This design comes from an exercise in tuning for small area and a short achievable clock period on the open sky130 flow, not from production work. Function was checked by simulation only, so behaviour that the tests miss may differ from the original.

Design AccumulatorScale, start of the top module:
module AccumulatorScale(
  input         clock,
  input         reset,
  output        io_in_ready,
  input         io_in_valid,
  input  [31:0] io_in_bits_acc_read_resp_data_0_0,
  input  [31:0] io_in_bits_acc_read_resp_data_1_0,
  input  [31:0] io_in_bits_acc_read_resp_data_2_0,
  input  [31:0] io_in_bits_acc_read_resp_data_3_0,
  input  [31:0] io_in_bits_acc_read_resp_data_4_0,
  input  [31:0] io_in_bits_acc_read_resp_data_5_0,
  input  [31:0] io_in_bits_acc_read_resp_data_6_0,
  input  [31:0] io_in_bits_acc_read_resp_data_7_0,
  input         io_in_bits_acc_read_resp_fromDMA,
  input  [31:0] io_in_bits_acc_read_resp_scale_bits,
  input  [2:0]  io_in_bits_acc_read_resp_act,
  input  [1:0]  io_in_bits_acc_read_resp_acc_bank_id,
  input         io_out_ready,
  output        io_out_valid,
  output [31:0] io_out_bits_full_data_0_0,
  output [31:0] io_out_bits_full_data_1_0,
  output [31:0] io_out_bits_full_data_2_0,
  output [31:0] io_out_bits_full_data_3_0,
  output [31:0] io_out_bits_full_data_4_0,
  output [31:0] io_out_bits_full_data_5_0,
  output [31:0] io_out_bits_full_data_6_0,
  output [31:0] io_out_bits_full_data_7_0,
  output [7:0]  io_out_bits_data_0_0,
  output [7:0]  io_out_bits_data_1_0,
  output [7:0]  io_out_bits_data_2_0,
  output [7:0]  io_out_bits_data_3_0,
  output [7:0]  io_out_bits_data_4_0,
  output [7:0]  io_out_bits_data_5_0,
  output [7:0]  io_out_bits_data_6_0,
  output [7:0]  io_out_bits_data_7_0,
  output [1:0]  io_out_bits_acc_bank_id,
  output        io_out_bits_fromDMA
);
export LEC_CHECK = 0
export ABC_AREA = 1
export CAP_MARGIN = 20
export CORE_MARGIN = 2
export CORE_UTILIZATION = 68
export CTS_BUF_LIST = sky130_fd_sc_hd__clkbuf_16
export CTS_CLUSTER_DIAMETER = 80
export CTS_CLUSTER_SIZE = 30
export PLACE_DENSITY = 0.78
export SLEW_MARGIN = 20
export SYNTH_HIERARCHICAL = 1
export SYNTH_MINIMUM_KEEP_SIZE = 0
create_clock -name core_clock -period 48.0 [get_ports {clock}]
standard.sh (not shown) runs the stock make flow with config.mk's settings and CLKGATE_MAP_FILE= SYNTH_SCRIPT=/design/flow/synth_recipe.tcl, a recipe that flattens the netlist after the stock synthesis.
==> flow/flow/run.sh <==
#!/bin/bash
# Layout flow: the standard ORFS flow (standard.sh) with two changes.
#  1. After the standard synthesis, every combinational cell is set to the
#     smallest drive strength of its family (downsize.py; same function and
#     pins, registers untouched); the layout's repair steps size up again
#     where timing or slew needs it.
#  2. Extra ORFS variables for the layout steps, from extra_vars.txt: the
#     cell used for the port buffers and the setup margin that timing repair
#     aims for.
# Each step's output goes to a log_*.log file in the work folder (and ORFS's
# own per-step logs under orfs/logs).
set -uo pipefail
W=$PWD
R=$W/orfs/results/sky130hd/AccumulatorScale/base
EXTRA_VARS="$(cat $W/flow/extra_vars.txt | tr '\n' ' ')"
sed "s|\"\${@:-finish}\"|$EXTRA_VARS \"\${@:-finish}\"|" standard.sh > $W/my_standard.sh
grep -q "SETUP_SLACK_MARGIN" $W/my_standard.sh || { echo "could not add the extra variables"; exit 1; }
bash $W/my_standard.sh synth > $W/log_synth.log 2>&1 || { echo "synthesis failed"; exit 1; }
cp $R/1_2_yosys.v $W/synth_1_2_yosys.v
if python3 $W/flow/downsize.py $FLOW_HOME/platforms/sky130hd/lib/sky130_fd_sc_hd__tt_025C_1v80.lib $W/synth_1_2_yosys.v $R/1_2_yosys.v > $W/log_downsize.log 2>&1; then
  rm -f $R/1_synth.odb $R/1_synth.sdc
  touch $R/1_2_yosys.v
else
  echo "downsize step failed; the synthesis netlist is used as it is"
  cp $W/synth_1_2_yosys.v $R/1_2_yosys.v
fi
bash $W/my_standard.sh finish > $W/log_layout.log 2>&1 || { echo "layout failed"; tail -20 $W/log_layout.log; exit 1; }
test -f out/final.def || { echo "no final.def"; exit 1; }
echo "done"
==> flow/flow/extra_vars.txt <==
BUFFER_PORTS_ARGS="-buffer_cell sky130_fd_sc_hd__buf_1"
SETUP_SLACK_MARGIN=28.5
Other scripts of this flow, unchanged in this note and not shown: flow/flow/downsize.py
The first run never finished: it broke off in global routing (GRT-0116).
Rerun with:
CELL_PAD_IN_SITES_DETAIL_PLACEMENT = 1   (was not set)
CELL_PAD_IN_SITES_GLOBAL_PLACEMENT = 1   (was not set)
CORE_UTILIZATION = 66   (was 68)
Outcome:
- With this change the flow stopped in detailed placement (DPL-0033)
- synthesized area is unchanged
- synthesized cell count does not change
Rerun with:
==> flow/flow/extra_vars.txt (replaced) <==
BUFFER_PORTS_ARGS="-buffer_cell sky130_fd_sc_hd__buf_1"
SETUP_SLACK_MARGIN=28
CORE_UTILIZATION = 30   (was 66)
PLACE_DENSITY = 0.45   (was 0.78)
The new run produced a clean layout.
Synthesized area is unchanged.
Synthesized cell count does not change.

========
AccumulatorScale again, from the RTL that the note above started with.
export LEC_CHECK = 0
export ABC_AREA = 1
export CAP_MARGIN = 20
export CORE_MARGIN = 2
export CORE_UTILIZATION = 62
export CTS_BUF_LIST = sky130_fd_sc_hd__clkbuf_16
export CTS_CLUSTER_DIAMETER = 80
export CTS_CLUSTER_SIZE = 30
export PLACE_DENSITY = 0.72
export SLEW_MARGIN = 20
export SYNTH_HIERARCHICAL = 1
export SYNTH_MINIMUM_KEEP_SIZE = 0
create_clock -name core_clock -period 48.0 [get_ports {clock}]
==> flow/flow/downsize.py <==
#!/usr/bin/env python3
"""Replace each combinational cell of a netlist by the smallest-area cell of
the same family (same name but for the drive-strength suffix) that has the
same pins. Flip-flops are left alone. Usage: downsize.py LIB IN OUT"""
import re, sys
lib = open(sys.argv[1]).read()

def group(text, start):
    i = text.index("{", start); d = 0
    for j in range(i, len(text)):
        if text[j] == "{": d += 1
        elif text[j] == "}":
            d -= 1
            if d == 0: return text[i + 1:j]

cells = {}
for m in re.finditer(r'\n    cell \("(sky130_fd_sc_hd__\w+)"\)', lib):
    body = group(lib, m.end())
    area = float(re.search(r'area : ([\d.]+)', body).group(1))
    pins = tuple(sorted(re.findall(r'\bpin \("(\w+)"\)', body)))
    dont = 'dont_use : true' in body
    cells[m.group(1)] = (area, pins, dont)
fam = {}
for c in cells:
    mm = re.match(r'(sky130_fd_sc_hd__[a-z0-9]+(?:_[a-z0-9]+)*?)_(\d+)$', c)
    if mm: fam.setdefault(mm.group(1), []).append(c)
best = {}
for f, cs in fam.items():
    for c in cs:
        opts = [d for d in cs if cells[d][1] == cells[c][1] and not cells[d][2]]
        best[c] = min(opts, key=lambda d: cells[d][0])
txt = open(sys.argv[2]).read()
skip = re.compile(r'df|dl|sdf|edf|clkbuf|clkdly|dlygate|dlymetal|conb|lpflow|probe|tap|fill|decap')
n = 0
lines = txt.split("\n")
for i, l in enumerate(lines):
    mm = re.match(r'^(\s*)(sky130_fd_sc_hd__\w+)(\s.*)$', l)
    if mm:
        c = mm.group(2)
        if not skip.search(c) and c in best and best[c] != c:
            lines[i] = mm.group(1) + best[c] + mm.group(3)
            n += 1
open(sys.argv[3], "w").write("\n".join(lines))
sys.stderr.write(f"downsized {n} cells\n")
==> flow/flow/extra_vars.txt <==
BUFFER_PORTS_ARGS="-buffer_cell sky130_fd_sc_hd__buf_1"
SETUP_SLACK_MARGIN=28.6
Scripts as last shown in full above: flow/flow/run.sh
The first run finished but fails on capacitance limit.
Next try:
==> flow/flow/extra_vars.txt (replaced) <==
BUFFER_PORTS_ARGS="-buffer_cell sky130_fd_sc_hd__buf_1"
SETUP_SLACK_MARGIN=28.5
--- a/flow/config.mk
+++ b/flow/config.mk
@@ -10,3 +10,3 @@
 export CORE_MARGIN = 2
-export CORE_UTILIZATION = 62
+export CORE_UTILIZATION = 55
 export CTS_BUF_LIST = sky130_fd_sc_hd__clkbuf_16
@@ -14,3 +14,3 @@
 export CTS_CLUSTER_SIZE = 30
-export PLACE_DENSITY = 0.72
+export PLACE_DENSITY = 0.66
 export SLEW_MARGIN = 20
Outcome: The changed run completed with no timing, DRC or antenna violations; worst hold slack is better by 0.023 ns; synthesized cell count does not change; sequential share of layout area falls by 0.19 points.

========
run A:
Starting RTL as in the previous note.
==> flow/design.v (excerpt) <==
module AccumulatorScale(
  input         clock,
  input         reset,
  output        io_in_ready,
  input         io_in_valid,
  input  [31:0] io_in_bits_acc_read_resp_data_0_0,
  input  [31:0] io_in_bits_acc_read_resp_data_1_0,
  input  [31:0] io_in_bits_acc_read_resp_data_2_0,
  input  [31:0] io_in_bits_acc_read_resp_data_3_0,
  input  [31:0] io_in_bits_acc_read_resp_data_4_0,
  input  [31:0] io_in_bits_acc_read_resp_data_5_0,
  input  [31:0] io_in_bits_acc_read_resp_data_6_0,
  input  [31:0] io_in_bits_acc_read_resp_data_7_0,
  input         io_in_bits_acc_read_resp_fromDMA,
  input  [31:0] io_in_bits_acc_read_resp_scale_bits,
  input  [2:0]  io_in_bits_acc_read_resp_act,
  input  [1:0]  io_in_bits_acc_read_resp_acc_bank_id,
  input         io_out_ready,
  output        io_out_valid,
  output [31:0] io_out_bits_full_data_0_0,
  output [31:0] io_out_bits_full_data_1_0,
  output [31:0] io_out_bits_full_data_2_0,
  output [31:0] io_out_bits_full_data_3_0,
  output [31:0] io_out_bits_full_data_4_0,
  output [31:0] io_out_bits_full_data_5_0,
  output [31:0] io_out_bits_full_data_6_0,
  output [31:0] io_out_bits_full_data_7_0,
  output [7:0]  io_out_bits_data_0_0,
  output [7:0]  io_out_bits_data_1_0,
  output [7:0]  io_out_bits_data_2_0,
  output [7:0]  io_out_bits_data_3_0,
  ...
==> flow/config.mk <==
export PLATFORM = sky130hd
export DESIGN_NAME = AccumulatorScale
export DESIGN_NICKNAME = AccumulatorScale
export VERILOG_FILES = /design/flow/design.v
export SDC_FILE = /design/flow/constraint.sdc
export NUM_CORES = 8
export LEC_CHECK = 0
export ABC_AREA = 1
export CAP_MARGIN = 20
export CELL_PAD_IN_SITES_DETAIL_PLACEMENT = 1
export CELL_PAD_IN_SITES_GLOBAL_PLACEMENT = 1
export CORE_MARGIN = 2
export CORE_UTILIZATION = 30
export CTS_BUF_LIST = sky130_fd_sc_hd__clkbuf_8
export CTS_CLUSTER_DIAMETER = 50
export CTS_CLUSTER_SIZE = 16
export PLACE_DENSITY = 0.45
export SLEW_MARGIN = 20
export SYNTH_HIERARCHICAL = 1
export SYNTH_MINIMUM_KEEP_SIZE = 0
==> flow/constraint.sdc <==
create_clock -name core_clock -period 48.0 [get_ports {clock}]
set_input_delay 9.6000 -clock core_clock [delete_from_list [all_inputs] [get_ports {clock}]]
set_output_delay 9.6000 -clock core_clock [all_outputs]
set_load 0.01 [all_outputs]
==> flow/flow/extra_vars.txt <==
BUFFER_PORTS_ARGS="-buffer_cell sky130_fd_sc_hd__buf_1"
SETUP_SLACK_MARGIN=28.5
Scripts as last shown in full above: flow/flow/run.sh, flow/flow/downsize.py
Setup changes, run A to run B
-- flow/config.mk --
<<< run A, line 13
export CORE_UTILIZATION = 30
export CTS_BUF_LIST = sky130_fd_sc_hd__clkbuf_8
export CTS_CLUSTER_DIAMETER = 50
export CTS_CLUSTER_SIZE = 16
export PLACE_DENSITY = 0.45
>>> run B, line 13
export CORE_UTILIZATION = 40
export CTS_BUF_LIST = sky130_fd_sc_hd__clkbuf_16
export CTS_CLUSTER_DIAMETER = 80
export CTS_CLUSTER_SIZE = 30
export PLACE_DENSITY = 0.55
Notes after the runs:
Run B completed every stage of the flow, and the final layout passed the timing, design-rule and antenna checks.
Portion of the layout cell area used by clock cells was higher in run A than in run B.
The routed wire length in run B is 0.916 times that in run A.
Between run B and run A, the relative area change from synthesis to final layout is higher for run A.
Per the comparison of run B with run A, final count of hold timing violations held steady, wire length of the first global-routing pass lower, buffering overhead lower.
Input changes introduced in run C (baseline for comparison: run B):
-- flow/config.mk --
<<< run B, line 10
export CELL_PAD_IN_SITES_DETAIL_PLACEMENT = 1
export CELL_PAD_IN_SITES_GLOBAL_PLACEMENT = 1
>>> run C, line 10
<<< run B, line 13
export CORE_UTILIZATION = 40
>>> run C, line 11
export CORE_UTILIZATION = 62
<<< run B, line 17
export PLACE_DENSITY = 0.55
>>> run C, line 15
export PLACE_DENSITY = 0.72
==> comparison <==
Of run B and run C, the higher number of cells upsized or downsized after cts belongs to run C.
[run C vs run B] post-route minimum period: lower in run C
#### Input delta (run D over run C)
-- flow/config.mk --
<<< run C, line 10
>>> run D, line 10
export CELL_PAD_IN_SITES_DETAIL_PLACEMENT = 1
export CELL_PAD_IN_SITES_GLOBAL_PLACEMENT = 1
<<< run C, line 11
export CORE_UTILIZATION = 62
>>> run D, line 13
export CORE_UTILIZATION = 48
<<< run C, line 15
export PLACE_DENSITY = 0.72
>>> run D, line 17
export PLACE_DENSITY = 0.62
Relative to run C, pin slew with the least headroom to its limit has decreased by 0.10 ns in run D.
Per the comparison of run D with run C, sequential share of layout area -0.33 points; number of global-route vias before repair picked up an extra 6.7%; largest clock skew in the final design rose by 0.027 ns.
Setup slack in run D is larger than in run C.
Of run D and run C, run D shows the higher well-tap cell count, with run C below it.
Run D ended with less via count than run C.
For run E, these inputs were changed with respect to run D:
-- flow/config.mk --
<<< run D, line 21
>>> run E, line 21
export TNS_END_PERCENT = 5
==> comparison <==
Run E was carried through to the last stage, and its layout satisfied the timing, design-rule and antenna checks. Looking only at clock period minus worst slack, and setting everything else aside, the lower value of run D and run E goes to run D. Reported for run D and run E, area of all sequential standard cells turned out identical to the last digit. In run E, the setup slack after layout came out 0.054 ns below the value in run D. Between run E and run D, the count of plain and timing-repair buffers in the layout does not differ in any meaningful way. Run E vs run D on total length of routed met2 wires: run E is the lower one. The first-pass GRT wire length was comparable across run D and run E. Wire length after detailed routing: run D vs run E, no meaningful difference. Between run D and run E, the sequential fraction of total cell area does not differ in any meaningful way. Run E vs run D — DRC violation total after the first TritonRoute iteration dropped slightly.

[port drivers added, routing unchanged]
How much do the figures lean on ideal ports? The routed layouts below were timed once more, with nothing changed but the port constraints. Step 1 sets driving cells, clkbuf_16 on the clock port and buf_2 on the other inputs (assumed; they add their load-dependent delay and slew). Step 2 adds t to the input delays and takes it off the output delays; t is the mean of the earliest and latest rising clock arrival at the registers after step 1. Input paths then give back, and output paths get back, about the clock's delay inside the block. Slacks: ideal / step 1 / step 2; pairs: ideal / step 1.
| run | shift t [ns] | slack for setup (ns) | worst setup path after step 2 | slew violations | cell pins on the clock port's net |
|---|---|---|---|---|---|
| the third run of note 1 | 1.066 | 28.453 / 28.430 / 28.430 | input to output | 0 / 0 | 1 |
| the first run of note 2 | 1.014 | 28.484 / 28.452 / 28.452 | input to output | 12 / 13 | 1 |
| the second run of note 2 | 1.030 | 28.499 / 28.464 / 28.464 | input to output | 0 / 0 | 1 |
| run A | 1.276 | 28.489 / 28.458 / 28.458 | input to output | 0 / 0 | 1 |
| run B | 1.051 | 28.474 / 28.443 / 28.443 | input to output | 0 / 0 | 1 |
| run C | 1.018 | 28.484 / 28.452 / 28.452 | input to output | 0 / 0 | 1 |
| run D | 1.060 | 28.495 / 28.464 / 28.464 | input to output | 0 / 0 | 1 |
| run E | 1.045 | 28.442 / 28.416 / 28.416 | input to output | 0 / 0 | 1 |
With drivers on, slew violations rise in the first run of note 2. The setup slack of the second run of note 2, which loses most, moves by -0.035 ns with the drivers and by -0.035 ns with both steps.
